Source: an optimization exercise on an open RTL-to-GDS flow (aim: small area and a short achievable clock period). Production flows keep margins and buffers that such runs may drop.
The RTL was checked by simulation tests, not by an equivalence proof against the original design.

## flow/design.v (module list and top-level ports; edited modules follow where they fit)
// module fmac: 841 lines
// module fmac_top: 35 lines
module fmac_top (
    input          i_clk,
    input          i_reset_n,
    input          i_sel,
    input  [7:0]   i_Act_E,
    input  [63:0]  i_Act_M,
    input  [7:0]   i_Weight_E,
    input  [63:0]  i_Weight_M,
    input  [7:0]   i_ACC_E,
    input  [23:0]  i_ACC_M,
    output [7:0]   o_Weight_E,
    output [63:0]  o_Weight_M,
    output [7:0]   o_Act_E,
    output [127:0] o_Act_M,
    output [7:0]   o_ACC_E,
    output [23:0]  o_ACC_M
);
  // ...
==> flow/flow/run.sh <==
#!/bin/bash
# Own layout flow: the standard ORFS flow (standard.sh) with three changes:
#  - synthesis leaves adders to ABC (no full/half-adder cell extraction),
#  - port buffers use the smallest buffer cell,
#  - timing repair aims at a setup slack margin of 9.5 ns.
# Each tool's full output stays in orfs/logs/; make's output in run_flow.log.
set -euo pipefail
bash standard.sh ADDER_MAP_FILE= \
  "BUFFER_PORTS_ARGS=-buffer_cell sky130_fd_sc_hd__buf_1" \
  SETUP_SLACK_MARGIN=9.5 finish > run_flow.log 2>&1
==> flow/standard.sh <==
#!/bin/bash
# synth_recipe.tcl (not shown) runs the flow's synth.tcl, then flattens the netlist and writes it again
# the make line also repeats each setting of config.mk as NAME=value (left out here)
make -C /OpenROAD-flow-scripts/flow DESIGN_CONFIG=/design/flow/config.mk WORK_HOME=/design/flow/orfs CLKGATE_MAP_FILE= SYNTH_SCRIPT=/design/flow/synth_recipe.tcl "${@:-finish}"
==> flow/config.mk <==
export PLATFORM = sky130hd
export DESIGN_NAME = fmac_top
export DESIGN_NICKNAME = fmac_top
export VERILOG_FILES = /design/flow/design.v
export SDC_FILE = /design/flow/constraint.sdc
export NUM_CORES = 4
export LEC_CHECK = 0
export ABC_AREA = 1
export CAP_MARGIN = 20
export CORE_MARGIN = 2
export CORE_UTILIZATION = 40
export CTS_BUF_LIST = sky130_fd_sc_hd__clkbuf_8
export SLEW_MARGIN = 20
==> flow/constraint.sdc <==
create_clock -name core_clock -period 18.0 [get_ports {i_clk}]
set_input_delay 3.6000 -clock core_clock [delete_from_list [all_inputs] [get_ports {i_clk}]]
set_output_delay 3.6000 -clock core_clock [all_outputs]
set_load 0.01 [all_outputs]
==> flow_summary_export.csv, run 1 <==
group,metric,value,unit
timing,fin_crit_sh,46.8,%
grt,grtUsageMet3,4.42,%
timing,fin_crit,8.42,ns
timing,hold_viol_final,0,
cells_and_area,drive_gt1_share,29.0,%
cells_and_area,ff_latch_area,4080,um2
critical_path,arrival,8.89,ns
grt,use_met2,34.8,%
die,core_region_area,38700,um2
grt,track_usage,21.0,%
synthesis,synth-simple-area-share,49.2,%
die,die_height,202,um
cells_and_area,seq_area_share,19.0,%
cts,clk_pin_slew,0.09,ns
grt,met1_usage,27.5,%
cells_and_area,multi_input_cells,2186,
die,io_pins,419,
detailed_routing,wl_met3,2710,um
synthesis,yosysTopAreaCellShare,29.0,%
synthesis,synthMuxAreaShare,0,%
place,dp_cells,3503,
timing,worst_slack,9.58,ns
timing,holdWs,2.97,ns
cells_and_area,final_cell_count_no_fill,3647,
grt,grt_overflow,0,
synthesis,synthFlopType,"dfrtp_1",
critical_path,crit_path_max_fanout,7,
run_status,outcome,"finished clean",
cts,tritoncts,"built",
synthesis,ys_types,53,
cells_and_area,final_core_util,55.4,%
place,globalplace.congestion,0.880,
==> run 2: changes to the inputs <==
==> flow/flow/run.sh (replaced) <==
#!/bin/bash
# Own layout flow: the standard ORFS flow (standard.sh) with three changes:
#  - synthesis leaves adders to ABC (no full/half-adder cell extraction),
#  - port buffers use the smallest buffer cell,
#  - timing repair aims at a setup slack margin of 9.2 ns.
# Each tool's full output stays in orfs/logs/; make's output in run_flow.log.
set -euo pipefail
bash standard.sh ADDER_MAP_FILE= \
  "BUFFER_PORTS_ARGS=-buffer_cell sky130_fd_sc_hd__buf_1" \
  SETUP_SLACK_MARGIN=9.2 finish > run_flow.log 2>&1
==> run 2 against run 1 <==
  * Synthesized area stayed put
  * Largest cell class unchanged
  * Worst setup slack worse by 0.0046 ns
  * Critical path type unchanged
  * Hold slack better by 0.0039 ns
  * Utilization is 4.4 points lower
  * Critical path depth is 2 lower
  * Synthesized cell count stayed put
  * Routed wire length is 5.6% lower
  * Global-route usage is 0.11 points lower
  * Sequential share of layout area is 1.6 points higher
==> flow_summary_export.csv, run 2 <==
group,metric,value,unit
timing,tightest_slew,0.934,ns
cts,tritoncts,"built",
cells_and_area,final_nets,3243,
synthesis,synth_area,15700,um2
cells_and_area,fin_area,19700,um2
cells_and_area,area_delta_synth_final,25.7,%
detailed_routing,wl_per_cell,12.5,um
critical_path,arrival,8.85,ns
critical_path,critPathLaunch,"i_Weight_M[49]",
run_status,outcome,"finished clean",
die,row_count,72,
timing,fin_crit_sh,46.8,%
synthesis,ys_seq_area_share,26.0,%
timing,tns,0,ns
place,dp_hpwl,36200,um
timing,drv_slew,0,
detailed_routing,ant_nets,0,
timing,hold_viol_final,0,
cells_and_area,top_regs,"u_fmac.o_Act_M x64, u_fmac.o_Weight_M x64, u_fmac.o_ACC_M x11",
detailed_routing,drcViolationCount,0,
place,port_buffers,308,
synthesis,synthFlopType,"dfrtp_1",
grt,grt_overflow,0,
synthesis,synth_edf_count,0,
synthesis,ys_ff_latch,163,
synthesis,ys_types,53,
die,die_area,40900,um2
die,die_height,202,um
grt,grt_antenna_before_repair,1,
cts,clk_pin_slew,0.09,ns
detailed_routing,firstDrtPassIters,5,
synthesis,synth_area_leader_cell,"nand2_1",
detailed_routing,vias,17234,
critical_path,cp_common_cell,"nand2_1",
timing,rsz0062_at_grt,"true",
die,io_pins,419,
synthesis,synthCells,2684,
timing,fin_crit,8.43,ns
die,core_region_area,38700,um2
critical_path,crit_path_max_fanout,8,
synthesis,yosysMostFrequentCell,"nand2_1",
critical_path,cp.buffers_inverters,8,
cells_and_area,final_cell_mix,"1084 x nand2_1, 299 x inv_1, 218 x nand3_1",
grt,track_usage,20.9,%
die,initial_core_util,40.6,%
critical_path,required,18.42,ns
detailed_routing,vias_per_cell,4.79,
place,globalplace.congestion,0.880,
critical_path,cp-start-kind,"input port",
die,dieWidth,202,um
detailed_routing,drt_wl_total,45000,um
timing,fmax,119,MHz
job,drv_cap,0,
cts,cts_sinks,163,
synthesis,yosysTopAreaCellShare,29.0,%
critical_path,cp_top_family,"simple AND/OR/NAND/NOR gates",
critical_path,critPathKind,"in -> reg",
cells_and_area,drive_gt1_share,20.1,%
grt,grt_max_degree,77,
critical_path,end_kind,"register",
place,place_area,17200,um2
cts,cts_made_buffers,17,
critical_path,cp_slowest_cell,"o21ai_0",
cells_and_area,layout_commonest_cell,"nand2_1",
synthesis,synth_area_leaders,"nand2_1 29%, dfrtp_1 26%, nand3_1 8.5%, inv_1 7.4%, buf_4 3.8%",
detailed_routing,drt_iter0_drc,737,
critical_path,slowest_delay,0.41,ns
timing,setup_viol,0,
synthesis,syn_avg_cell_area,5.85,um2
grt,grt_pass1_vias,14882,
timing,slew_headroom,37.7,%
synthesis,synth_common_cells,"1215 x nand2_1, 308 x inv_1, 268 x nand3_1, 163 x dfrtp_1, 153 x nor2_1",
synthesis,yosysWarnings,1,
cts,htreeDepth,4,
min_path,min_path_type,"in -> async",
grt,grt_pass1_wl,69300,um
synthesis,async_flop_share,100,%
cts,clock-root-buffer,"clkbuf_8",
cts,cts_buffer_depth,2,
run 2: cell counts after synthesis:
Identical to the previous run, type by type.
run 2: timing repair:
action                                  4_1_cts  5_1_grt
hold endpoints to repair                      0        0
gates cloned                                  1        3
hold buffers                                  0        0
gates resized for setup                       6      519
pin swaps                                     1      113
buffers inserted                              1       55
endpoints found under the setup margin       19       19
run 2: layout make-up:
class,count,area [um2]
Fill cell,4024,19000
Inverter,330,1260
Sequential cell,163,4080
Tap cell,518,648
Multi-Input combinational cell,2186,11600
Antenna cell,2,5.00
Timing Repair Buffer,366,1740
Clock buffer,17,234
Clock inverter,15,181
run 2: cells by family (layout without fill, tap and decap cells):
| logic type | Yosys count | count (layout) | share of synthesized area (%) |
|---|---|---|---|
| other cells | 1 | 79 | 0.0239 |
| xor+xnor | 77 | 77 | 4.53 |
| buf+inv | 415 | 728 | 11.9 |
| compound gates | 215 | 215 | 8.06 |
| flops | 163 | 163 | 26.0 |
| simple gates | 1808 | 1812 | 49.2 |
| fa+ha+maj | 5 | 5 | 0.326 |
run 2: metrics by stage:
| stage | utilization, % | instances | setup WS (ns) | hold WS [ns] |
|---|---|---|---|---|
| 6_report | 51.0 | 3597 | 9.57 | 2.98 |
| 5_1_grt | 51.0 | 3597 | 9.13 | 2.95 |
| 4_1_cts | 45.5 | 3537 | 9.21 | 2.93 |
| 3_5_place_dp | 44.4 | 3503 | 8.25 | 3.54 |
| 3_3_place_gp | 44.4 | 3503 | 8.34 | 3.55 |
| 2_1_floorplan | - | 2760 | 10.03 | 3.30 |
run 2: worst max path at each step:
| stage | end | slack (ns) | depth (start not counted) |
|---|---|---|---|
| 6_report | u_fmac.o_ACC_M[18]$_DFF_PN0_ | 9.57 | 45 |
| 5_1_grt | u_fmac.o_ACC_M[23]$_DFF_PN0_ | 9.13 | 47 |
| 4_1_cts | u_fmac.o_ACC_E[0]$_DFF_PN0_ | 9.21 | 44 |
| 3_5_place_dp | u_fmac.o_ACC_M[15]$_DFF_PN0_ | 8.25 | 43 |
| 3_3_place_gp | u_fmac.o_ACC_M[14]$_DFF_PN0_ | 8.34 | 46 |
| 2_1_floorplan | u_fmac.o_ACC_M[19]$_DFF_PN0_ | 10.03 | 44 |
run 2: routing by layer:
| metal | GRT usage (%) | part of all wire [%] | routed length (um) |
|---|---|---|---|
| met1 | 27.5 | 46 | 20900 |
| met2 | 34.7 | 46 | 20800 |
| met3 | 4.31 | 5.6 | 2510 |
| met4 | 6.18 | 1.8 | 806 |
| met5 | 0 | 0 | 0 |
==> run 3: changes to the inputs <==
==> flow/flow/run.sh (replaced) <==
#!/bin/bash
# Own layout flow: the standard ORFS flow (standard.sh) with three changes:
#  - synthesis leaves adders to ABC (no full/half-adder cell extraction),
#  - port buffers use the smallest buffer cell,
#  - timing repair aims at a setup slack margin of 8.7 ns.
# Each tool's full output stays in orfs/logs/; make's output in run_flow.log.
set -euo pipefail
bash standard.sh ADDER_MAP_FILE= \
  "BUFFER_PORTS_ARGS=-buffer_cell sky130_fd_sc_hd__buf_1" \
  SETUP_SLACK_MARGIN=8.7 finish > run_flow.log 2>&1
==> run 3 against run 2 <==
  * Critical path type unchanged
  * Largest cell class unchanged
  * Synthesized cell count unchanged
  * Highest routed layer unchanged
  * Non-clock buffer count decreased by 53
  * Routed wire length decreased by 3.7%
  * Cell count decreased by 1.6%
  * Sequential share of layout area increased by 2.2 points
  * Die area unchanged
  * Still clean
==> flow_summary_export.csv, run 3 <==
group,metric,value,unit
critical_path,required,18.42,ns
min_path,min_path_type,"in -> async",
timing,fin_crit,8.76,ns
die,core_region_area,38700,um2
grt,grt_antenna_before_repair,1,
die,die_height,202,um
job,drv_cap,0,
detailed_routing,firstDrtPassIters,5,
synthesis,synth_top_family_by_area,"simple AND/OR/NAND/NOR gates",
synthesis,ys_seq_area_share,26.0,%
cts,clock-root-buffer,"clkbuf_8",
synthesis,yosysMostFrequentCell,"nand2_1",
grt,track_usage,20.8,%
synthesis,async_flop_share,100,%
grt,grt_max_degree,77,
place,dp_hpwl,36200,um
detailed_routing,vias,16927,
grt,grt_overflow,0,
cells_and_area,final_core_util,46.1,%
synthesis,ys_types,53,
timing,tns,0,ns
die,die_area,40900,um2
critical_path,cp_slowest_cell,"maj3_2",
synthesis,synthMuxAreaShare,0,%
place,dp_cells,3503,
synthesis,synthAdderAreaFrac,0.326,%
die,dieWidth,202,um
synthesis,synth_edf_count,0,
synthesis,yosysTopAreaCellShare,29.0,%
synthesis,synth_compound_area_share,8.06,%
cells_and_area,top_regs,"u_fmac.o_Act_M x64, u_fmac.o_Weight_M x64, u_fmac.o_ACC_M x11",
cts,tritoncts,"built",
synthesis,synthFlopType,"dfrtp_1",
synthesis,ys_ff_latch,163,
detailed_routing,drt_iter0_drc,894,
place,globalplace.congestion,0.880,
place,preCtsSetupSlack,8.25,ns
cts,cts_sinks,163,
die,io_pins,419,
synthesis,synth_common_cells,"1215 x nand2_1, 308 x inv_1, 268 x nand3_1, 163 x dfrtp_1, 153 x nor2_1",
cells_and_area,final_nets,3188,
synthesis,synth-simple-area-share,49.2,%
cts,cts_made_buffers,17,
cts,cts_buffer_depth,2,
cts,ctsHoldBuffers,0,
cts,htreeDepth,4,
synthesis,synthCells,2684,
synthesis,synth-xor-area-share,4.53,%
die,initial_core_util,40.6,%
critical_path,slowest_delay,0.42,ns
critical_path,crit_path_max_fanout,15,
timing,rsz0062_at_grt,"false",
timing,worst_slack,9.24,ns
place,port_buffers,308,
cts,clk_pin_slew,0.09,ns
critical_path,cp_common_cell,"nand2_1",
die,row_count,72,
run_status,outcome,"finished clean",
cells_and_area,layout_commonest_cell,"nand2_1",
critical_path,cp-start-kind,"input port",
timing,fin_crit_sh,48.7,%
timing,tightest_slew,0.954,ns
synthesis,synth_area_leader_cell,"nand2_1",
critical_path,critPathKind,"in -> reg",
cells_and_area,drive_gt1_share,7.54,%
detailed_routing,drcViolationCount,0,
timing,slew_headroom,35.7,%
timing,drv_slew,0,
grt,grt_pass1_vias,14823,
cells_and_area,final_cell_mix,"1206 x nand2_1, 308 x inv_1, 293 x buf_1",
grt,grt_pass1_wl,69000,um
synthesis,synth_area,15700,um2
cells_and_area,final_cell_count_no_fill,3541,
critical_path,arrival,9.18,ns
detailed_routing,ant_nets,0,
critical_path,end_kind,"register",
detailed_routing,wl_per_cell,12.2,um
timing,hold_viol_final,0,
detailed_routing,vias_per_cell,4.78,
synthesis,syn_avg_cell_area,5.85,um2
cells_and_area,area_delta_synth_final,13.7,%
timing,setup_viol,0,
detailed_routing,drt_wl_total,43300,um
timing,fmax,114,MHz
synthesis,yosysWarnings,1,
synthesis,synth_area_leaders,"nand2_1 29%, dfrtp_1 26%, nand3_1 8.5%, inv_1 7.4%, buf_4 3.8%",
[run 3: cell counts after synthesis]
Identical to the previous run, type by type.
[run 3: repair_timing]
| action | 4_1_cts | 5_1_grt |
|---|---|---|
| setup endpoints to repair | 0 | 19 |
| setup buffers | 0 | 3 |
| resized for setup | 0 | 63 |
| hold endpoints to repair | 0 | 0 |
[run 3: routing by layer]
| layer | routed length [um] | track usage, % | up-vias | share of wire (%) |
|---|---|---|---|---|
| met1 | 20500 | 27.3 | 7567 | 47 |
| met4 | 766 | 6.05 | 0 | 1.8 |
| met3 | 2690 | 4.31 | 39 | 6.2 |
| li1 | - | - | 8893 | - |
| met5 | 0 | 0 | - | 0 |
| met2 | 19400 | 34.6 | 428 | 45 |
[run 3: final cells by class]
| cell class | instances | area (um2) |
|---|---|---|
| sequential | 163 | 4080 |
| fill | 4154 | 20900 |
| clock buffer | 17 | 234 |
| antenna | 1 | 2.50 |
| timing repair buffer | 313 | 1210 |
| multi-input combinational | 2184 | 10300 |
| inverter | 330 | 1240 |
| tap | 518 | 648 |
| clock inverter | 15 | 181 |
[run 3: critical path, delay by kind of cell]
| kind | cells | cell delay, ns |
|---|---|---|
| compound gates | 2 | 0.45 |
| xor+xnor | 1 | 0.26 |
| fa+ha+maj | 1 | 0.42 |
| buf+inv | 6 | 0.58 |
| simple gates | 30 | 3.86 |
[run 3: worst paths after layout]
check                      slack [ns]                            end        start  cells after the start
max                              9.24   u_fmac.o_ACC_M[23]$_DFF_PN0_  i_Act_M[49]                     40
min                              2.98   u_fmac.o_Act_M[48]$_DFF_PN0_    i_reset_n                      1
max in group asynchronous       13.78  u_fmac.o_Act_M[104]$_DFF_PN0_    i_reset_n                      2
min in group core_clock          3.20    u_fmac.o_Act_M[3]$_DFF_PN0_   i_Act_M[3]                      1
[run 3: stage by stage]
| stage | area [um2] | hold slack (ns) |
|---|---|---|
| floorplan | 16000 | 3.30 |
| global placement | 17200 | 3.55 |
| detailed placement | 17200 | 3.54 |
| CTS | 17600 | 2.93 |
| global route | 17900 | 2.95 |
| finish | 17900 | 2.98 |
[run 3: logic make-up after synthesis]
logic type / after synthesis
compound gates: 215
xor+xnor: 77
fa+ha+maj: 5
buf+inv: 415
flops: 163
other cells: 1
simple gates: 1808
==> run 4: changes to the inputs <==
==> flow/flow/run.sh (replaced) <==
#!/bin/bash
# Own layout flow: the standard ORFS flow (standard.sh) with three changes:
#  - synthesis leaves adders to ABC (no full/half-adder cell extraction),
#  - port buffers use the smallest buffer cell,
#  - timing repair aims at a setup slack margin of 8.9 ns.
# Each tool's full output stays in orfs/logs/; make's output in run_flow.log.
set -euo pipefail
bash standard.sh ADDER_MAP_FILE= \
  "BUFFER_PORTS_ARGS=-buffer_cell sky130_fd_sc_hd__buf_1" \
  SETUP_SLACK_MARGIN=8.9 finish > run_flow.log 2>&1
==> run 4 against run 3 <==
  * Critical path depth grew 2
  * Flip-flop and latch count is the same
  * First-iteration DRC count shrank 8.9%
  * Sequential share of layout area shrank 0.51 points
  * Critical path type unchanged
  * Critical endpoint is now u_fmac.o_ACC_E[0]$_DFF_PN0_
==> flow_summary_export.csv, run 4 <==
group,metric,value,unit
detailed_routing,firstDrtPassIters,5,
die,die_area,40900,um2
detailed_routing,wl_per_cell,12.3,um
detailed_routing,vias_per_cell,4.77,
grt,track_usage,20.9,%
critical_path,crit_path_max_fanout,9,
synthesis,async_flop_share,100,%
cells_and_area,top_regs,"u_fmac.o_Act_M x64, u_fmac.o_Weight_M x64, u_fmac.o_ACC_M x11",
critical_path,cp_slowest_cell,"nand3b_1",
die,dieWidth,202,um
cells_and_area,area_delta_synth_final,16.3,%
detailed_routing,drt_iter0_drc,814,
cells_and_area,final_nets,3200,
timing,rsz0062_at_grt,"true",
place,globalplace.congestion,0.880,
detailed_routing,vias,16945,
synthesis,synth_common_cells,"1215 x nand2_1, 308 x inv_1, 268 x nand3_1, 163 x dfrtp_1, 153 x nor2_1",
cells_and_area,final_cell_mix,"1180 x nand2_1, 307 x inv_1, 275 x buf_1",
synthesis,ys_seq_area_share,26.0,%
critical_path,slowest_delay,0.30,ns
job,drv_cap,0,
critical_path,cp-start-kind,"input port",
synthesis,synth_area,15700,um2
grt,use_met2,34.7,%
grt,grt_pass1_wl,69300,um
die,initial_core_util,40.6,%
synthesis,synthFlopType,"dfrtp_1",
timing,fin_crit_sh,48.1,%
die,row_count,72,
synthesis,yosysMostFrequentCell,"nand2_1",
cells_and_area,layout_commonest_cell,"nand2_1",
cts,htreeDepth,4,
synthesis,syn_avg_cell_area,5.85,um2
cells_and_area,drive_gt1_share,10.3,%
synthesis,ys_types,53,
timing,hold_viol_final,0,
timing,tns,0,ns
timing,fin_crit,8.66,ns
min_path,min_path_type,"in -> async",
cts,clock-root-buffer,"clkbuf_8",
timing,drv_slew,0,
cts,cts_sinks,163,
cells_and_area,antenna_cells,0,
cts,clk_pin_slew,0.09,ns
synthesis,yosysWarnings,1,
grt,grtUsageMet3,4.16,%
run_status,outcome,"finished clean",
grt,grt_antenna_before_repair,0,
place,dp_hpwl,36200,um
critical_path,cp_common_cell,"nand2_1",
place,port_buffers,308,
critical_path,arrival,9.08,ns
critical_path,critPathKind,"in -> reg",
grt,grt_overflow,0,
grt,grt_pass1_vias,14858,
die,core_region_area,38700,um2
synthesis,ys_ff_latch,163,
timing,tightest_slew,0.938,ns
detailed_routing,ant_nets,0,
detailed_routing,drcViolationCount,0,
synthesis,yosysTopAreaCellShare,29.0,%
cts,tritoncts,"built",
critical_path,end_kind,"register",
synthesis,synthCells,2684,
critical_path,required,18.42,ns
die,die_height,202,um
synthesis,synth_area_leaders,"nand2_1 29%, dfrtp_1 26%, nand3_1 8.5%, inv_1 7.4%, buf_4 3.8%",
cts,cts_buffer_depth,2,
die,io_pins,419,
grt,grt_max_degree,77,
timing,fmax,115,MHz
cts,cts_made_buffers,17,
timing,setup_viol,0,
synthesis,synth_edf_count,0,
grt,met1_usage,27.5,%
grt,top_usage_layer,"met2",
detailed_routing,drt_wl_total,43600,um
timing,slew_headroom,37.5,%
synthesis,synth_area_leader_cell,"nand2_1",
[run 4: cell types whose count changed in the layout (fill, tap and decap cells not counted), sizes merged]
cell / delta
clkbuf: +18
buf: -7
diode: -1
nand2: +1
[run 4: logic make-up (layout without fill, tap and decap cells)]
group,count (synthesis),after routing,share of synthesized area [%]
AND/OR/NAND/NOR,1808,1811,49.2
buffers and inverters,415,686,11.9
XOR/XNOR,77,77,4.53
adder cells (fa/ha/maj),5,5,0.326
flip-flops,163,163,26.0
AO/OA/AOI/OAI,215,215,8.06
other,1,77,0.0239
[run 4: what timing repair did]
action | CTS | global route
gates cloned | 1 | 2
gates resized for setup | 0 | 159
hold buffers | 0 | 0
setup buffers | 0 | 14
pin swaps | 1 | 25
endpoints found under the setup margin | 10 | 19
[run 4: final cells by class]
| cell class | instances | area, um2 |
|---|---|---|
| fill | 4144 | 20500 |
| multi-input combinational | 2185 | 10500 |
| sequential | 163 | 4080 |
| timing repair buffer | 324 | 1330 |
| inverter | 330 | 1250 |
| tap | 518 | 648 |
| clock buffer | 17 | 234 |
| clock inverter | 15 | 181 |
[run 4: routing by layer]
layer  share of wire, %  vias up
met2                 45      452
met3                6.6       42
li1                   -     8918
met4                1.8        0
met1                 47     7533
met5                  0        -
[run 4: final timing paths]
path / start / to / slack (ns)
worst max-delay path: i_Weight_M[49] / u_fmac.o_ACC_E[0]$_DFF_PN0_ / 9.34
worst min-delay path: i_reset_n / u_fmac.o_Act_M[48]$_DFF_PN0_ / 2.97
max in group asynchronous: i_reset_n / u_fmac.o_Act_M[104]$_DFF_PN0_ / 13.78
min in group core_clock: i_Act_M[19] / u_fmac.o_Act_M[35]$_DFF_PN0_ / 3.19
[run 4: critical path, delay by kind of cell]
family / cells / cell delay, ns
AOI/OAI and AO/OA: 1 / 0.06
xor gates and xnor gates: 1 / 0.24
buffers and inverters: 5 / 0.58
and+or+nand+nor: 35 / 4.56
[run 4: through the flow]
step	instance area (um2)	cells	setup slack [ns]	util [%]	hold WS, ns
floorplan	16000	2760	10.03	-	3.30
global placement	17200	3503	8.34	44.4	3.55
detailed placement	17200	3503	8.25	44.4	3.54
CTS	17600	3536	9.07	45.5	2.93
global route	18300	3552	8.83	47.2	2.96
finish	18300	3552	9.34	47.2	2.97
==> run 5: changes to the inputs <==
--- a/flow/flow/run.sh
+++ b/flow/flow/run.sh
@@ -7,4 +7,5 @@
 set -euo pipefail
 bash standard.sh ADDER_MAP_FILE= \
   "BUFFER_PORTS_ARGS=-buffer_cell sky130_fd_sc_hd__buf_1" \
+  "CTS_ARGS=-sink_clustering_enable -repair_clock_nets -buf_list sky130_fd_sc_hd__clkbuf_8 -dont_use_dummy_load" \
   SETUP_SLACK_MARGIN=8.9 finish > run_flow.log 2>&1
==> run 5 against run 4 <==
  * Via count grew 0.11%
  * Die area is the same
  * Critical path depth is 2 lower
  * Critical path type unchanged
==> flow_summary_export.csv, run 5 <==
group,metric,value,unit
run_status,outcome,"finished clean",
timing,tns,0,ns
detailed_routing,firstDrtPassIters,5,
cts,ctsHoldBuffers,0,
detailed_routing,drcViolationCount,0,
critical_path,slowest_delay,0.42,ns
critical_path,critPathLaunch,"i_Weight_M[49]",
grt,grt_overflow,0,
synthesis,synth_area_leaders,"nand2_1 29%, dfrtp_1 26%, nand3_1 8.5%, inv_1 7.4%, buf_4 3.8%",
timing,fmax,115,MHz
job,drv_cap,0,
cells_and_area,area_delta_synth_final,15.8,%
place,port_buffers,308,
grt,grt_max_degree,77,
cells_and_area,layout_commonest_cell,"nand2_1",
grt,grt_pass1_vias,14824,
timing,drv_slew,0,
detailed_routing,vias,16964,
place,globalplace.congestion,0.880,
grt,grt_antenna_before_repair,0,
critical_path,arrival,9.12,ns
die,core_region_area,38700,um2
cts,cts_made_buffers,17,
cts,htreeDepth,4,
cells_and_area,antenna_cells,0,
timing,setup_viol,0,
cts,clk_pin_slew,0.09,ns
timing,fin_crit,8.68,ns
min_path,min_path_type,"in -> async",
synthesis,synth_common_cells,"1215 x nand2_1, 308 x inv_1, 268 x nand3_1, 163 x dfrtp_1, 153 x nor2_1",
detailed_routing,ant_nets,0,
synthesis,ys_types,53,
grt,track_usage,20.9,%
die,die_height,202,um
timing,fin_crit_sh,48.2,%
synthesis,async_flop_share,100,%
die,dieWidth,202,um
synthesis,synthCells,2684,
synthesis,syn_avg_cell_area,5.85,um2
synthesis,synth_edf_count,0,
critical_path,cp-start-kind,"input port",
detailed_routing,drt_iter0_drc,791,
synthesis,ys_seq_area_share,26.0,%
cells_and_area,fin_area,18200,um2
detailed_routing,wl_per_cell,12.3,um
timing,tightest_slew,0.940,ns
synthesis,synthFlopType,"dfrtp_1",
critical_path,crit_path_max_fanout,8,
die,die_area,40900,um2
cells_and_area,fillers,4152,
cts,clock-root-buffer,"clkbuf_8",
die,io_pins,419,
cts,cts_sinks,163,
cts,cts_buffer_depth,2,
synthesis,ys_ff_latch,163,
timing,slew_headroom,37.4,%
critical_path,end_kind,"register",
place,dp_hpwl,36200,um
grt,grt_pass1_wl,69100,um
synthesis,yosysMostFrequentCell,"nand2_1",
place,place_area,17200,um2
synthesis,yosysWarnings,1,
cells_and_area,final_cell_mix,"1171 x nand2_1, 306 x inv_1, 269 x buf_1",
die,row_count,72,
synthesis,yosysTopAreaCellShare,29.0,%
critical_path,critPathKind,"in -> reg",
timing,rsz0062_at_grt,"false",
cells_and_area,top_regs,"u_fmac.o_Act_M x64, u_fmac.o_Weight_M x64, u_fmac.o_ACC_M x11",
die,initial_core_util,40.6,%
critical_path,cp-endpoint,"u_fmac.o_ACC_E[0]$_DFF_PN0_",
detailed_routing,drt_wl_total,43600,um
synthesis,synth_area_leader_cell,"nand2_1",
detailed_routing,vias_per_cell,4.79,
cts,tritoncts,"built",
synthesis,synth_area,15700,um2
critical_path,cp_slowest_cell,"maj3_2",
cells_and_area,final_nets,3204,
critical_path,required,18.44,ns
cells_and_area,drive_gt1_share,10.7,%
timing,hold_viol_final,0,
run 5: cells by family after synthesis:
kind of cell | synth area share [%]
and+or+nand+nor | 49.2
AOI/OAI and AO/OA | 8.06
adders and majority gates | 0.326
xor gates and xnor gates | 4.53
other | 0.0239
DFF | 26.0
buffers and inverters | 11.9
run 5: final cells by class:
cell class	count	area (um2)	area share, %
inverter	330	1250	6.85
multi-input combinational	2185	10600	58.4
timing repair buffer	328	1360	7.46
sequential	163	4080	22.4
clock buffer	17	234	1.29
tap	518	648	3.56
run 5: per-stage QoR:
stage	hold slack (ns)	setup slack, ns	utilization (%)	instances
6_report	3.00	9.32	47.0	3541
3_5_place_dp	3.54	8.25	44.4	3503
5_1_grt	2.97	8.86	47.0	3541
3_3_place_gp	3.55	8.34	44.4	3503
2_1_floorplan	3.30	10.03	-	2760
4_1_cts	2.95	9.03	45.0	3521
run 5: how the worst min path moves through the flow:
| stage | from | to | slack, ns | depth (start not counted) |
|---|---|---|---|---|
| after floorplan | i_reset_n | u_fmac.o_ACC_E[0]$_DFF_PN0_ | 3.30 | 0 |
| after global placement | i_reset_n | u_fmac.o_Act_M[40]$_DFF_PN0_ | 3.55 | 1 |
| after detailed placement | i_reset_n | u_fmac.o_Act_M[48]$_DFF_PN0_ | 3.54 | 1 |
| after CTS | i_reset_n | u_fmac.o_Act_M[75]$_DFF_PN0_ | 2.95 | 1 |
| after global routing | i_reset_n | u_fmac.o_Act_M[75]$_DFF_PN0_ | 2.97 | 1 |
| final | i_reset_n | u_fmac.o_Act_M[75]$_DFF_PN0_ | 3.00 | 1 |
run 5: routing by layer:
layer | global-route usage [%] | vias up | routed length [um]
met5 | 0 | - | 0
met4 | 6.13 | 0 | 799
met3 | 4.16 | 38 | 2880
met2 | 34.6 | 452 | 19500
met1 | 27.4 | 7560 | 20300
li1 | - | 8914 | -
run 5: critical path: cells and delay by family:
| family | cells | cell delay, ns |
|---|---|---|
| fa+ha+maj | 1 | 0.42 |
| xor+xnor | 1 | 0.24 |
| simple gates | 30 | 3.69 |
| compound gates | 3 | 0.70 |
| buf+inv | 5 | 0.43 |
run 5: what timing repair did:
action	4_1_cts	5_1_grt
resized for setup	0	186
buffers inserted	0	18
gates cloned	1	2
endpoints found under the setup margin	12	19
pin swaps	1	27
==> run 6: changes to the inputs <==
==> flow/flow/run.sh (replaced) <==
#!/bin/bash
# Own layout flow: the standard ORFS flow (standard.sh) with these changes:
#  - synthesis leaves adders to ABC (no full/half-adder cell extraction),
#  - port buffers use the smallest buffer cell,
#  - timing repair aims at a setup slack margin of 8.7 ns.
# Each tool's full output stays in orfs/logs/; make's output in run_flow.log.
set -euo pipefail
bash standard.sh ADDER_MAP_FILE= \
  "BUFFER_PORTS_ARGS=-buffer_cell sky130_fd_sc_hd__buf_1" \
  "CTS_ARGS=-sink_clustering_enable -repair_clock_nets -buf_list sky130_fd_sc_hd__clkbuf_8 -dont_use_dummy_load" \
  SETUP_SLACK_MARGIN=8.7 finish > run_flow.log 2>&1
--- a/flow/config.mk
+++ b/flow/config.mk
@@ -10,4 +10,5 @@
 export CORE_MARGIN = 2
 export CORE_UTILIZATION = 40
 export CTS_BUF_LIST = sky130_fd_sc_hd__clkbuf_8
+export PLACE_DENSITY = 0.9
 export SLEW_MARGIN = 20
==> run 6 against run 5 <==
  * Synthesized cell count is the same
  * Largest cell class unchanged
  * Critical path depth grew 4
  * Clock-buffer cell count is the same
  * First-iteration DRC count grew 29%
  * Hold slack gained 0.014 ns
  * Global-route usage shrank 0.88 points
  * Routed wire length shrank 5.3%
==> flow_summary_export.csv, run 6 <==
group,metric,value,unit
cells_and_area,ff_latch_area,4080,um2
synthesis,synth_area,15700,um2
cts,cts_sinks,163,
grt,grt_antenna_before_repair,0,
timing,fin_crit_sh,48.3,%
place,dp_hpwl,34700,um
critical_path,critPathKind,"in -> reg",
synthesis,synth-xor-area-share,4.53,%
cells_and_area,area_delta_synth_final,12.3,%
timing,drv_slew,0,
synthesis,synth_area_leaders,"nand2_1 29%, dfrtp_1 26%, nand3_1 8.5%, inv_1 7.4%, buf_4 3.8%",
place,dp_cells,3503,
grt,grt_pass1_wl,66800,um
timing,worst_slack,9.30,ns
cells_and_area,top_regs,"u_fmac.o_Act_M x64, u_fmac.o_Weight_M x64, u_fmac.o_ACC_M x11",
synthesis,yosysTopAreaCellShare,29.0,%
critical_path,slowest_delay,0.32,ns
die,core_region_area,38700,um2
place,port_buffers,308,
cells_and_area,layout_commonest_cell,"nand2_1",
synthesis,synthFlopType,"dfrtp_1",
critical_path,cp-start-kind,"input port",
synthesis,synth_edf_count,0,
timing,slew_headroom,41.5,%
cells_and_area,fin_area,17600,um2
grt,grt_max_degree,73,
synthesis,ys_seq_area_share,26.0,%
detailed_routing,drt_wl_total,41200,um
synthesis,yosysMostFrequentCell,"nand2_1",
timing,hold_viol_final,0,
grt,grt_pass1_vias,14835,
timing,holdWs,3.01,ns
synthesis,synthMuxAreaShare,0,%
timing,tightest_slew,0.877,ns
detailed_routing,ant_nets,0,
detailed_routing,drt-met1-wl,18400,um
detailed_routing,firstDrtPassIters,8,
grt,track_usage,20.0,%
place,preCtsSetupSlack,8.36,ns
timing,fin_crit,8.70,ns
cells_and_area,multiInputGateArea,10200,um2
synthesis,synthAdderAreaFrac,0.326,%
synthesis,ys_ff_latch,163,
synthesis,synth_compound_area_share,8.06,%
cells_and_area,final_nets,3187,
die,dieWidth,202,um
detailed_routing,vias,16754,
cells_and_area,final_cell_count_no_fill,3525,
cts,ctsHoldBuffers,0,
cts,cts_made_buffers,17,
detailed_routing,wl_met3,2190,um
synthesis,yosysWarnings,1,
detailed_routing,vias_per_cell,4.75,
run_status,outcome,"finished clean",
timing,fmax,115,MHz
critical_path,arrival,9.09,ns
cts,cts_buffer_depth,2,
synthesis,synth_area_leader_cell,"nand2_1",
timing,tns,0,ns
cts,htreeDepth,4,
die,row_count,72,
die,die_height,202,um
cts,clk_pin_slew,0.07,ns
detailed_routing,drt_iter0_drc,1020,
die,die_area,40900,um2
synthesis,syn_avg_cell_area,5.85,um2
critical_path,cp_common_cell,"nand2_1",
detailed_routing,top_layer,"met4",
detailed_routing,drcViolationCount,0,
cts,clock-root-buffer,"clkbuf_8",
synthesis,synth-simple-area-share,49.2,%
synthesis,ys_types,53,
cells_and_area,final_cell_mix,"1207 x nand2_1, 308 x inv_1, 298 x buf_1",
cells_and_area,drive_gt1_share,6.62,%
job,drv_cap,0,
critical_path,required,18.39,ns
die,io_pins,419,
critical_path,cp_slowest_cell,"nand3b_1",
critical_path,end_kind,"register",
timing,setup_viol,0,
min_path,min_path_type,"in -> async",
synthesis,async_flop_share,100,%
place,place_area,17200,um2
critical_path,crit_path_max_fanout,15,
die,initial_core_util,40.6,%
timing,rsz0062_at_grt,"false",
detailed_routing,wl_met2,19700,um
place,globalplace.congestion,0.935,
grt,grt_overflow,0,
synthesis,synthCells,2684,
cts,tritoncts,"built",
synthesis,synth_top_family_by_area,"simple AND/OR/NAND/NOR gates",
cells_and_area,fillers,4043,
synthesis,synth_common_cells,"1215 x nand2_1, 308 x inv_1, 268 x nand3_1, 163 x dfrtp_1, 153 x nor2_1",
detailed_routing,wl_per_cell,11.7,um
## run 6: cell counts after synthesis
Identical to the previous run, type by type.
## run 6: critical path: cells and delay by family
| family | cells | cell delay (ns) |
|---|---|---|
| xor+xnor | 1 | 0.24 |
| compound gates | 3 | 0.56 |
| simple gates | 38 | 4.34 |
| buf+inv | 2 | 0.32 |
## run 6: per-stage QoR
step                      util (%)
final                         45.5
after global routing          45.5
after CTS                     45.0
after detailed placement      44.4
after global placement        44.4
after floorplan                  -
## run 6: worst max-delay path by stage
stage | startpoint | end | slack [ns] | cells after the start
4_1_cts | i_Act_M[44] | u_fmac.o_ACC_E[4]$_DFF_PN0_ | 8.92 | 40
5_1_grt | i_Weight_M[37] | u_fmac.o_ACC_E[5]$_DFF_PN0_ | 8.65 | 47
2_1_floorplan | i_Weight_M[55] | u_fmac.o_ACC_M[19]$_DFF_PN0_ | 10.03 | 44
3_5_place_dp | i_Weight_M[44] | u_fmac.o_ACC_E[4]$_DFF_PN0_ | 8.36 | 42
3_3_place_gp | i_Weight_M[44] | u_fmac.o_ACC_E[4]$_DFF_PN0_ | 8.45 | 40
6_report | i_Act_M[28] | u_fmac.o_ACC_E[1]$_DFF_PN0_ | 9.30 | 44
## run 6: cell type report
cell class	count	share of cell area (%)
tap	518	3.67
multi-input combinational	2183	58.0
inverter	330	7.05
antenna	1	0.0142
sequential	163	23.1
timing repair buffer	313	6.85
clock buffer	17	1.33
## run 6: per-layer routing
layer,up-vias,track usage [%]
met5,-,0
met4,0,7.46
li1,8873,-
met1,7402,24.5
met3,63,3.61
met2,416,34.9
## run 6: what timing repair did
item                                    in CTS  in global routing
setup buffers                                0                  3
endpoints found under the setup margin       0                 19
resized for setup                            0                 48
## run 6: cell families after synthesis
group / after synthesis
DFF: 163
buffers and inverters: 415
adders and majority gates: 5
other: 1
xor gates and xnor gates: 77
and+or+nand+nor: 1808
AOI/OAI and AO/OA: 215
==> run 7: changes to the inputs <==
--- a/flow/config.mk
+++ b/flow/config.mk
@@ -10,5 +10,4 @@
 export CORE_MARGIN = 2
 export CORE_UTILIZATION = 40
 export CTS_BUF_LIST = sky130_fd_sc_hd__clkbuf_8
-export PLACE_DENSITY = 0.9
 export SLEW_MARGIN = 20
==> run 7 against run 6 <==
  * Maximum frequency is 1.2% lower
  * Synthesized cell count unchanged
  * Via count is 0.35% higher
  * Non-clock buffer count unchanged
  * Sequential share of layout area shrank 0.064 points
  * Critical path type unchanged
  * Still clean
  * Largest cell class unchanged
  * Die area is the same
  * Cell count is essentially flat
  * Routed wire length is 4.9% higher
==> flow_summary_export.csv, run 7 <==
group,metric,value,unit
die,die_area,40900,um2
cells_and_area,drive_gt1_share,7.12,%
synthesis,yosysTopAreaCellShare,29.0,%
critical_path,end_kind,"register",
synthesis,syn_avg_cell_area,5.85,um2
detailed_routing,vias,16813,
grt,grt_pass1_vias,14787,
detailed_routing,drt_iter0_drc,851,
timing,fin_crit,8.80,ns
grt,grt_pass1_wl,68800,um
cts,htreeDepth,4,
timing,hold_viol_final,0,
place,dp_hpwl,36200,um
cts,cts_buffer_depth,2,
synthesis,synth_common_cells,"1215 x nand2_1, 308 x inv_1, 268 x nand3_1, 163 x dfrtp_1, 153 x nor2_1",
grt,grt_overflow,0,
cts,ctsHoldBuffers,0,
detailed_routing,wl_met3,2700,um
synthesis,async_flop_share,100,%
cts,cts_sinks,163,
critical_path,crit_path_max_fanout,15,
detailed_routing,wl_per_cell,12.3,um
cells_and_area,final_nets,3188,
synthesis,ys_types,53,
critical_path,slowest_delay,0.42,ns
detailed_routing,drt-met1-wl,20500,um
detailed_routing,drt_wl_total,43300,um
timing,fin_crit_sh,48.9,%
grt,grt_max_degree,77,
run_status,outcome,"finished clean",
cts,clock-root-buffer,"clkbuf_8",
timing,tightest_slew,0.942,ns
die,die_height,202,um
timing,tns,0,ns
critical_path,critPathLaunch,"i_Act_M[49]",
cells_and_area,top_regs,"u_fmac.o_Act_M x64, u_fmac.o_Weight_M x64, u_fmac.o_ACC_M x11",
timing,setup_viol,0,
synthesis,synth_area_leader_cell,"nand2_1",
critical_path,cp_common_cell,"nand2_1",
synthesis,yosysWarnings,1,
synthesis,synthCells,2684,
die,initial_core_util,40.6,%
critical_path,cp_slowest_cell,"maj3_2",
critical_path,critPathKind,"in -> reg",
synthesis,synth_area,15700,um2
grt,grt_antenna_before_repair,1,
cells_and_area,final_cell_mix,"1205 x nand2_1, 308 x inv_1, 293 x buf_1",
cells_and_area,area_delta_synth_final,12.6,%
die,core_region_area,38700,um2
cts,cts_made_buffers,17,
synthesis,ys_seq_area_share,26.0,%
cells_and_area,final_cell_count_no_fill,3526,
place,port_buffers,308,
place,dp_cells,3503,
cells_and_area,layout_commonest_cell,"nand2_1",
grt,track_usage,20.8,%
timing,drv_slew,0,
synthesis,synthFlopType,"dfrtp_1",
cts,tritoncts,"built",
timing,fmax,114,MHz
die,io_pins,419,
synthesis,synth_area_leaders,"nand2_1 29%, dfrtp_1 26%, nand3_1 8.5%, inv_1 7.4%, buf_4 3.8%",
timing,rsz0062_at_grt,"false",
detailed_routing,ant_nets,0,
place,globalplace.congestion,0.880,
job,drv_cap,0,
synthesis,ys_ff_latch,163,
synthesis,synth_edf_count,0,
critical_path,cp-endpoint,"u_fmac.o_ACC_M[23]$_DFF_PN0_",
critical_path,required,18.39,ns
detailed_routing,wl_met2,19300,um
cts,clk_pin_slew,0.08,ns
detailed_routing,vias_per_cell,4.77,
synthesis,yosysMostFrequentCell,"nand2_1",
critical_path,arrival,9.19,ns
die,row_count,72,
critical_path,cp-start-kind,"input port",
detailed_routing,top_layer,"met4",
die,dieWidth,202,um
detailed_routing,firstDrtPassIters,5,
cells_and_area,final_core_util,45.7,%
detailed_routing,drcViolationCount,0,
min_path,min_path_type,"in -> async",
timing,slew_headroom,36.5,%
[run 7: worst min-delay path by stage]
stage,from,end,cells after the start
6_report,i_reset_n,u_fmac.o_Act_M[48]$_DFF_PN0_,1
5_1_grt,i_reset_n,u_fmac.o_Act_M[75]$_DFF_PN0_,1
4_1_cts,i_reset_n,u_fmac.o_Act_M[75]$_DFF_PN0_,1
3_5_place_dp,i_reset_n,u_fmac.o_Act_M[48]$_DFF_PN0_,1
3_3_place_gp,i_reset_n,u_fmac.o_Act_M[40]$_DFF_PN0_,1
2_1_floorplan,i_reset_n,u_fmac.o_ACC_E[0]$_DFF_PN0_,0
[run 7: stage by stage]
step	hold slack (ns)	cell area [um2]	setup WS (ns)
5_1_grt	2.96	17700	8.69
4_1_cts	2.95	17400	8.80
3_5_place_dp	3.54	17200	8.25
3_3_place_gp	3.55	17200	8.34
6_report	3.00	17700	9.20
2_1_floorplan	3.30	16000	10.03
[run 7: final cells by class]
class                           instances  area (um2)
Timing Repair Buffer                  313        1210
Fill cell                            4170       21100
Multi-Input combinational cell       2184       10300
Inverter                              330        1240
Tap cell                              518         648
Sequential cell                       163        4080
Clock buffer                           17         234
Antenna cell                            1        2.50
[run 7: kinds of logic (layout without fill, tap and decap cells)]
group / count (synthesis) / count (layout) / share of synthesized area [%]
buf+inv: 415 / 660 / 11.9
other cells: 1 / 78 / 0.0239
flops: 163 / 163 / 26.0
xor+xnor: 77 / 77 / 4.53
fa+ha+maj: 5 / 5 / 0.326
simple gates: 1808 / 1810 / 49.2
compound gates: 215 / 215 / 8.06
[run 7: layer usage]
metal,up-vias,global-route usage (%)
li1,8878,-
met1,7480,27.3
met2,417,34.6
met3,38,4.21
met4,0,6.05
met5,-,0
[run 7: critical path: cells and delay by family]
family	cells	cell delay [ns]
AOI/OAI and AO/OA	2	0.45
xor gates and xnor gates	1	0.26
adders and majority gates	1	0.42
buffers and inverters	6	0.58
and+or+nand+nor	30	3.86
[run 7: timing repair]
item	in CTS	in global routing
resized for setup	0	65
endpoints found under the hold margin	0	0
endpoints found under the setup margin	0	19
buffers inserted	0	3
==> run 8: changes to the inputs <==
--- a/flow/config.mk
+++ b/flow/config.mk
@@ -10,4 +10,5 @@
 export CORE_MARGIN = 2
 export CORE_UTILIZATION = 40
 export CTS_BUF_LIST = sky130_fd_sc_hd__clkbuf_8
+export PLACE_DENSITY = 0.75
 export SLEW_MARGIN = 20
==> run 8 against run 7 <==
  * Die area is the same
  * Flip-flop and latch count is the same
  * First-iteration DRC count is 4.2% higher
  * Critical path type unchanged
  * Largest cell class unchanged
==> flow_summary_export.csv, run 8 <==
group,metric,value,unit
cells_and_area,drive_gt1_share,6.97,%
synthesis,synth_area,15700,um2
place,dp_cells,3503,
synthesis,yosysWarnings,1,
timing,fin_crit_sh,48.1,%
cells_and_area,final_core_util,45.6,%
synthesis,yosysMostFrequentCell,"nand2_1",
synthesis,synth-xor-area-share,4.53,%
die,io_pins,419,
cts,cts_made_buffers,17,
cells_and_area,final_cell_mix,"1203 x nand2_1, 307 x inv_1, 292 x buf_1",
detailed_routing,vias_per_cell,4.64,
critical_path,cp-start-kind,"input port",
critical_path,cp_common_cell,"nand2_1",
cts,cts_sinks,163,
timing,tns,0,ns
timing,hold_viol_final,0,
synthesis,ys_ff_latch,163,
cts,tritoncts,"built",
critical_path,cp_slowest_cell,"o21ai_1",
place,dp_hpwl,34800,um
synthesis,synth-simple-area-share,49.2,%
job,drv_cap,0,
die,core_region_area,38700,um2
cts,htreeDepth,4,
detailed_routing,vias,16372,
cells_and_area,final_cell_count_no_fill,3529,
die,dieWidth,202,um
synthesis,ys_types,53,
grt,grt_antenna_before_repair,1,
critical_path,arrival,9.09,ns
synthesis,synthCells,2684,
cts,clk_pin_slew,0.07,ns
timing,drv_slew,0,
synthesis,synthFlopType,"dfrtp_1",
timing,rsz0062_at_grt,"false",
synthesis,ys_seq_area_share,26.0,%
cells_and_area,area_delta_synth_final,12.3,%
die,row_count,72,
grt,track_usage,20.2,%
timing,setup_viol,0,
place,place_area,17200,um2
detailed_routing,drt_wl_total,41200,um
synthesis,synth_edf_count,0,
synthesis,synth_top_family_by_area,"simple AND/OR/NAND/NOR gates",
grt,grt_overflow,0,
critical_path,end_kind,"register",
synthesis,synthAdderAreaFrac,0.326,%
detailed_routing,ant_nets,0,
synthesis,synth_area_leader_cell,"nand2_1",
timing,fin_crit,8.65,ns
detailed_routing,firstDrtPassIters,5,
detailed_routing,drcViolationCount,0,
synthesis,synth_area_leaders,"nand2_1 29%, dfrtp_1 26%, nand3_1 8.5%, inv_1 7.4%, buf_4 3.8%",
cells_and_area,fillers,4210,
critical_path,slowest_delay,0.33,ns
run_status,outcome,"finished clean",
synthesis,async_flop_share,100,%
detailed_routing,drt_iter0_drc,887,
cells_and_area,antenna_cells,0,
timing,slew_headroom,45.5,%
grt,grt_pass1_wl,67400,um
synthesis,synth_compound_area_share,8.06,%
synthesis,synthMuxAreaShare,0,%
critical_path,crit_path_max_fanout,15,
cells_and_area,top_regs,"u_fmac.o_Act_M x64, u_fmac.o_Weight_M x64, u_fmac.o_ACC_M x11",
cts,clock-root-buffer,"clkbuf_8",
die,initial_core_util,40.6,%
grt,grt_pass1_vias,14563,
cells_and_area,fin_area,17600,um2
die,die_height,202,um
synthesis,yosysTopAreaCellShare,29.0,%
timing,tightest_slew,0.818,ns
critical_path,required,18.44,ns
grt,grt_max_degree,68,
detailed_routing,wl_per_cell,11.7,um
min_path,min_path_type,"in -> async",
die,die_area,40900,um2
place,port_buffers,308,
synthesis,synth_common_cells,"1215 x nand2_1, 308 x inv_1, 268 x nand3_1, 163 x dfrtp_1, 153 x nor2_1",
timing,fmax,116,MHz
cells_and_area,layout_commonest_cell,"nand2_1",
timing,holdWs,3.09,ns
synthesis,syn_avg_cell_area,5.85,um2
place,globalplace.congestion,0.937,
cts,cts_buffer_depth,2,
cells_and_area,final_nets,3192,
critical_path,critPathKind,"in -> reg",
==> run 8: cell type report <==
class	count	area (um2)	area share, %
well taps	518	648	3.67
inverters	330	1250	7.06
repair buffers	318	1250	7.10
flip-flops and latches	163	4080	23.1
multi-input cells	2183	10200	57.7
clock buffers	17	234	1.33
==> run 8: kinds of logic (layout without fill, tap and decap cells) <==
group / Yosys count / after routing
compound gates: 215 / 215
xor+xnor: 77 / 77
fa+ha+maj: 5 / 5
buf+inv: 415 / 665
flops: 163 / 163
other cells: 1 / 77
simple gates: 1808 / 1809
==> run 8: worst max-delay path, delay by kind of cell <==
family                 cells  cell delay (ns)
AO/OA/AOI/OAI              4             0.87
XOR/XNOR                   1             0.32
buffers and inverters      7             0.53
AND/OR/NAND/NOR           35             3.78
==> run 8: path summary, 6_finish.rpt <==
path                                                   end           start  slack [ns]  depth (start not counted)
setup / recovery               u_fmac.o_ACC_E[4]$_DFF_PN0_  i_Weight_M[60]        9.35                         47
hold / removal                u_fmac.o_Act_M[75]$_DFF_PN0_       i_reset_n        3.09                          1
max in group asynchronous    u_fmac.o_Act_M[107]$_DFF_PN0_       i_reset_n       13.69                          2
min in group core_clock    u_fmac.o_Weight_M[51]$_DFF_PN0_  i_Weight_M[51]        3.23                          1
==> run 8: stage by stage <==
stage | worst slack (ns)
2_1_floorplan | 10.03
3_3_place_gp | 8.40
3_5_place_dp | 8.36
4_1_cts | 8.91
5_1_grt | 8.67
6_report | 9.35
==> run 8: timing repair <==
| item | CTS | global route |
|---|---|---|
| setup endpoints to repair | 0 | 19 |
| hold buffers | 0 | 0 |
| setup buffers | 0 | 8 |
| resized for setup | 0 | 50 |
==> run 8: metal layers <==
| layer | routed length, um | share of wire (%) | track usage [%] |
|---|---|---|---|
| met1 | 19200 | 47 | 25.7 |
| met2 | 19100 | 46 | 34.9 |
| met3 | 2100 | 5.1 | 3.66 |
| met4 | 745 | 1.8 | 5.87 |
| met5 | 13 | 0.032 | 0 |
==> run 9: changes to the inputs <==
--- a/flow/flow/run.sh
+++ b/flow/flow/run.sh
@@ -8,4 +8,4 @@
 bash standard.sh ADDER_MAP_FILE= \
   "BUFFER_PORTS_ARGS=-buffer_cell sky130_fd_sc_hd__buf_1" \
   "CTS_ARGS=-sink_clustering_enable -repair_clock_nets -buf_list sky130_fd_sc_hd__clkbuf_8 -dont_use_dummy_load" \
-  SETUP_SLACK_MARGIN=8.7 finish > run_flow.log 2>&1
+  SETUP_MOVE_SEQUENCE=sizeup,swap SETUP_SLACK_MARGIN=8.7 finish > run_flow.log 2>&1
==> run 9 against run 8 <==
  * First-iteration DRC count grew 5.0%
  * Via count grew 0.64%
  * Utilization grew 1.8 points
  * Design area grew 4.0%
  * Non-clock buffer count shrank 8
  * Critical path depth shrank 5
==> flow_summary_export.csv, run 9 <==
group,metric,value,unit
timing,holdWs,3.08,ns
synthesis,synth_common_cells,"1215 x nand2_1, 308 x inv_1, 268 x nand3_1, 163 x dfrtp_1, 153 x nor2_1",
critical_path,end_kind,"register",
min_path,min_path_type,"in -> async",
die,initial_core_util,40.6,%
synthesis,yosysWarnings,1,
cts,tritoncts,"built",
grt,grt_pass1_vias,14563,
timing,fmax,113,MHz
synthesis,synthCells,2684,
cells_and_area,top_regs,"u_fmac.o_Act_M x64, u_fmac.o_Weight_M x64, u_fmac.o_ACC_M x11",
cts,clk_pin_slew,0.07,ns
grt,track_usage,20.2,%
critical_path,cp_common_cell,"nand2_2",
detailed_routing,firstDrtPassIters,5,
synthesis,synth_edf_count,0,
critical_path,arrival,9.27,ns
cells_and_area,final_cell_mix,"1146 x nand2_1, 306 x inv_1, 245 x nand3_1",
die,io_pins,419,
cells_and_area,drive_gt1_share,12.7,%
cells_and_area,final_nets,3183,
die,die_area,40900,um2
cts,cts_sinks,163,
synthesis,yosysTopAreaCellShare,29.0,%
grt,grt_antenna_before_repair,1,
cells_and_area,multiInputGateArea,10900,um2
synthesis,syn_avg_cell_area,5.85,um2
cts,cts_made_buffers,17,
cells_and_area,ff_latch_area,4080,um2
timing,setup_viol,0,
critical_path,crit_path_max_fanout,20,
cells_and_area,antenna_cells,0,
critical_path,required,18.38,ns
cells_and_area,fillers,4124,
timing,fin_crit,8.88,ns
detailed_routing,drt_wl_total,41700,um
critical_path,cp-endpoint,"u_fmac.o_ACC_M[14]$_DFF_PN0_",
grt,grt_max_degree,68,
timing,fin_crit_sh,49.3,%
timing,hold_viol_final,0,
detailed_routing,vias_per_cell,4.68,
timing,drv_slew,0,
cts,htreeDepth,4,
timing,rsz0062_at_grt,"false",
critical_path,cp_slowest_cell,"nand3b_1",
synthesis,ys_types,53,
critical_path,slowest_delay,0.54,ns
synthesis,ys_seq_area_share,26.0,%
synthesis,synth_area,15700,um2
critical_path,critPathLaunch,"i_Act_M[55]",
cts,cts_buffer_depth,2,
timing,tns,0,ns
detailed_routing,ant_nets,0,
place,globalplace.congestion,0.937,
timing,slew_headroom,44.3,%
cells_and_area,area_delta_synth_final,16.8,%
die,die_height,202,um
place,dp_hpwl,34800,um
cts,postCtsSetupBuffers,0,
synthesis,async_flop_share,100,%
cts,clock-root-buffer,"clkbuf_8",
synthesis,synth_area_leader_cell,"nand2_1",
job,drv_cap,0,
grt,grt_pass1_wl,67400,um
synthesis,ys_ff_latch,163,
grt,grt_overflow,0,
critical_path,critPathKind,"in -> reg",
synthesis,synthFlopType,"dfrtp_1",
synthesis,yosysMostFrequentCell,"nand2_1",
run_status,outcome,"finished clean",
detailed_routing,drt_iter0_drc,931,
die,row_count,72,
place,port_buffers,308,
timing,tightest_slew,0.835,ns
detailed_routing,drcViolationCount,0,
detailed_routing,wl_per_cell,11.9,um
die,dieWidth,202,um
critical_path,cp-start-kind,"input port",
cells_and_area,layout_commonest_cell,"nand2_1",
die,core_region_area,38700,um2
detailed_routing,vias,16476,
synthesis,synth_area_leaders,"nand2_1 29%, dfrtp_1 26%, nand3_1 8.5%, inv_1 7.4%, buf_4 3.8%",
==> run 9: worst min path at each step <==
| stage | start | end | slack, ns |
|---|---|---|---|
| 3_3_place_gp | i_reset_n | u_fmac.o_Act_M[72]$_DFF_PN0_ | 3.62 |
| 4_1_cts | i_reset_n | u_fmac.o_Act_M[75]$_DFF_PN0_ | 3.04 |
| 5_1_grt | i_reset_n | u_fmac.o_Act_M[75]$_DFF_PN0_ | 3.08 |
| 2_1_floorplan | i_reset_n | u_fmac.o_ACC_E[0]$_DFF_PN0_ | 3.30 |
| 3_5_place_dp | i_reset_n | u_fmac.o_Act_M[72]$_DFF_PN0_ | 3.62 |
| 6_report | i_reset_n | u_fmac.o_Act_M[75]$_DFF_PN0_ | 3.08 |
==> run 9: cell families (layout without fill, tap and decap cells) <==
logic type / count (synthesis) / after routing / share of synthesized area (%)
and+or+nand+nor: 1808 / 1808 / 49.2
buffers and inverters: 415 / 657 / 11.9
AOI/OAI and AO/OA: 215 / 215 / 8.06
DFF: 163 / 163 / 26.0
xor gates and xnor gates: 77 / 77 / 4.53
adders and majority gates: 5 / 5 / 0.326
other: 1 / 77 / 0.0239
==> run 9: area by class of cell <==
class | instances | share of cell area [%]
Tap cell | 518 | 3.53
Multi-Input combinational cell | 2182 | 59.2
Inverter | 330 | 6.88
Sequential cell | 163 | 22.2
Timing Repair Buffer | 310 | 6.89
Clock buffer | 17 | 1.27
==> run 9: layer usage <==
layer	global-route usage (%)	up-vias	wire, um	part of all wire (%)
li1	-	8859	-	-
met2	34.9	367	19600	47
met4	5.87	2	839	2.0
met1	25.7	7210	18900	45
met5	0	-	13	0.031
met3	3.66	38	2330	5.6
==> run 9: worst max-delay path, delay by kind of cell <==
| family | cells | cell delay (ns) |
|---|---|---|
| XOR/XNOR | 2 | 0.58 |
| adder cells (fa/ha/maj) | 1 | 0.39 |
| AO/OA/AOI/OAI | 7 | 1.19 |
| AND/OR/NAND/NOR | 27 | 2.99 |
| buffers and inverters | 5 | 0.46 |
==> run 9: stage by stage <==
step / worst slack [ns] / utilization (%) / instances / instance area [um2]
final: 9.12 / 47.4 / 3520 / 18400
after floorplan: 10.03 / - / 2760 / 16000
after global routing: 8.57 / 47.4 / 3520 / 18400
after CTS: 8.91 / 45.0 / 3520 / 17400
after detailed placement: 8.36 / 44.4 / 3503 / 17200
after global placement: 8.40 / 44.4 / 3503 / 17200
==> run 9: what timing repair did <==
| item | 4_1_cts | 5_1_grt |
|---|---|---|
| hold buffers | 0 | 0 |
| gates resized for setup | 0 | 290 |
| endpoints found under the setup margin | 0 | 19 |
==> run 10: changes to the inputs <==
--- a/flow/flow/run.sh
+++ b/flow/flow/run.sh
@@ -8,4 +8,4 @@
 bash standard.sh ADDER_MAP_FILE= \
   "BUFFER_PORTS_ARGS=-buffer_cell sky130_fd_sc_hd__buf_1" \
   "CTS_ARGS=-sink_clustering_enable -repair_clock_nets -buf_list sky130_fd_sc_hd__clkbuf_8 -dont_use_dummy_load" \
-  SETUP_MOVE_SEQUENCE=sizeup,swap SETUP_SLACK_MARGIN=8.7 finish > run_flow.log 2>&1
+  SETUP_SLACK_MARGIN=8.9 finish > run_flow.log 2>&1
==> run 10 against run 9 <==
  * Global-route usage unchanged
  * Routed wire length down 0.77%
  * Worst setup slack better by 0.31 ns
  * Critical endpoint is now u_fmac.o_ACC_E[4]$_DFF_PN0_
  * Utilization down 1.0 points
  * Cell count up 0.48%
==> flow_summary_export.csv, run 10 <==
group,metric,value,unit
detailed_routing,vias,16464,
timing,worst_slack,9.43,ns
cts,clock-root-buffer,"clkbuf_8",
critical_path,slowest_delay,0.29,ns
synthesis,ys_seq_area_share,26.0,%
cells_and_area,final_cell_count_no_fill,3537,
critical_path,cp-start-kind,"input port",
cells_and_area,area_delta_synth_final,14.3,%
critical_path,arrival,8.96,ns
die,initial_core_util,40.6,%
place,preCtsSetupSlack,8.36,ns
detailed_routing,ant_nets,0,
detailed_routing,vias_per_cell,4.65,
synthesis,synthCells,2684,
timing,drv_slew,0,
min_path,min_path_type,"in -> async",
place,dp_cells,3503,
timing,rsz0062_at_grt,"false",
timing,fin_crit,8.57,ns
detailed_routing,drcViolationCount,0,
die,die_area,40900,um2
synthesis,ys_ff_latch,163,
synthesis,async_flop_share,100,%
place,dp_hpwl,34800,um
detailed_routing,firstDrtPassIters,5,
timing,slew_headroom,45.1,%
die,dieWidth,202,um
timing,fin_crit_sh,47.6,%
die,core_region_area,38700,um2
place,port_buffers,308,
cells_and_area,final_core_util,46.4,%
run_status,outcome,"finished clean",
grt,grt_antenna_before_repair,1,
detailed_routing,drt_iter0_drc,1003,
timing,fmax,117,MHz
synthesis,synth_area,15700,um2
grt,grt_pass1_vias,14563,
critical_path,cp_common_cell,"nand2_1",
die,die_height,202,um
synthesis,yosysMostFrequentCell,"nand2_1",
die,io_pins,419,
critical_path,critPathKind,"in -> reg",
place,globalplace.congestion,0.937,
critical_path,required,18.39,ns
synthesis,ys_types,53,
## run 10: critical path: cells and delay by family
family | cells | cell delay [ns]
compound gates | 4 | 0.87
xor+xnor | 1 | 0.21
buf+inv | 3 | 0.38
simple gates | 43 | 3.86
## run 10: through the flow
| stage | hold WS, ns | area, um2 |
|---|---|---|
| after global routing | 3.08 | 18000 |
| after global placement | 3.62 | 17200 |
| after floorplan | 3.30 | 16000 |
| after CTS | 3.04 | 17400 |
| after detailed placement | 3.62 | 17200 |
| final | 3.09 | 18000 |
## run 10: worst min path at each step
stage              start                            to  slack (ns)  cells past startpoint
2_1_floorplan  i_reset_n   u_fmac.o_ACC_E[0]$_DFF_PN0_        3.30                      0
3_3_place_gp   i_reset_n  u_fmac.o_Act_M[72]$_DFF_PN0_        3.62                      1
3_5_place_dp   i_reset_n  u_fmac.o_Act_M[72]$_DFF_PN0_        3.62                      1
4_1_cts        i_reset_n  u_fmac.o_Act_M[75]$_DFF_PN0_        3.04                      1
5_1_grt        i_reset_n  u_fmac.o_Act_M[75]$_DFF_PN0_        3.08                      1
6_report       i_reset_n  u_fmac.o_Act_M[75]$_DFF_PN0_        3.09                      1
## run 10: repair_timing
action | 4_1_cts | 5_1_grt
resized for setup | 0 | 141
hold endpoints to repair | 0 | 0
endpoints found under the setup margin | 0 | 19
buffers inserted | 0 | 16
hold buffers | 0 | 0
## run 10: layer usage
layer | track usage [%] | wire [um] | share of wire [%] | vias to the layer above
met3 | 3.66 | 2080 | 5.0 | 36
met4 | 5.87 | 809 | 2.0 | 2
met2 | 34.9 | 19300 | 47 | 337
met5 | 0 | 13 | 0.031 | -
li1 | - | - | - | 8898
met1 | 25.7 | 19200 | 46 | 7191
## run 10: logic make-up after synthesis
family / count (synthesis) / synth area share (%)
adders and majority gates: 5 / 0.326
and+or+nand+nor: 1808 / 49.2
AOI/OAI and AO/OA: 215 / 8.06
xor gates and xnor gates: 77 / 4.53
other: 1 / 0.0239
buffers and inverters: 415 / 11.9
DFF: 163 / 26.0
## run 10: final cells by class
class	count	area (um2)
Timing Repair Buffer	326	1350
Fill cell	4179	20800
Multi-Input combinational cell	2183	10400
Inverter	330	1250
Clock buffer	17	234
Sequential cell	163	4080
Tap cell	518	648

==> re-timing with driven ports <==
The results above use ideal ports. As a check the final layouts listed here were re-extracted and re-timed, cells and wires unchanged. Step 1, drivers: a clkbuf_16 drives i_clk and a buf_2 each remaining input, both assumed. Step 2 moves the port delays by t, midway between the first and last clock arrival at a register: inputs arrive t later, outputs are due t later. That takes back most of the time a late clock gives input paths. Slacks: ideal ports / drivers / drivers and shift; pairs: ideal ports / drivers.
run	t (ns)	slack for setup (ns)	worst slew at a driven data input, ns
run 1	0.586	9.576 / 9.595 / 9.009	0.06
run 2	0.582	9.571 / 9.588 / 9.006	0.07
run 3	0.579	9.236 / 9.245 / 8.666	0.07
run 4	0.585	9.339 / 9.348 / 8.763	0.07
run 5	0.555	9.317 / 9.322 / 8.766	0.07
run 6	0.559	9.299 / 9.317 / 8.758	0.06
run 7	0.553	9.197 / 9.202 / 8.649	0.06
run 8	0.544	9.351 / 9.363 / 8.820	0.06
run 9	0.544	9.118 / 9.125 / 8.581	0.06
run 10	0.544	9.429 / 9.432 / 8.889	0.06
After both steps every run listed still meets setup and hold. The setup slack of run 4, which loses most, moves by +0.009 ns with the drivers and by -0.576 ns with both steps.
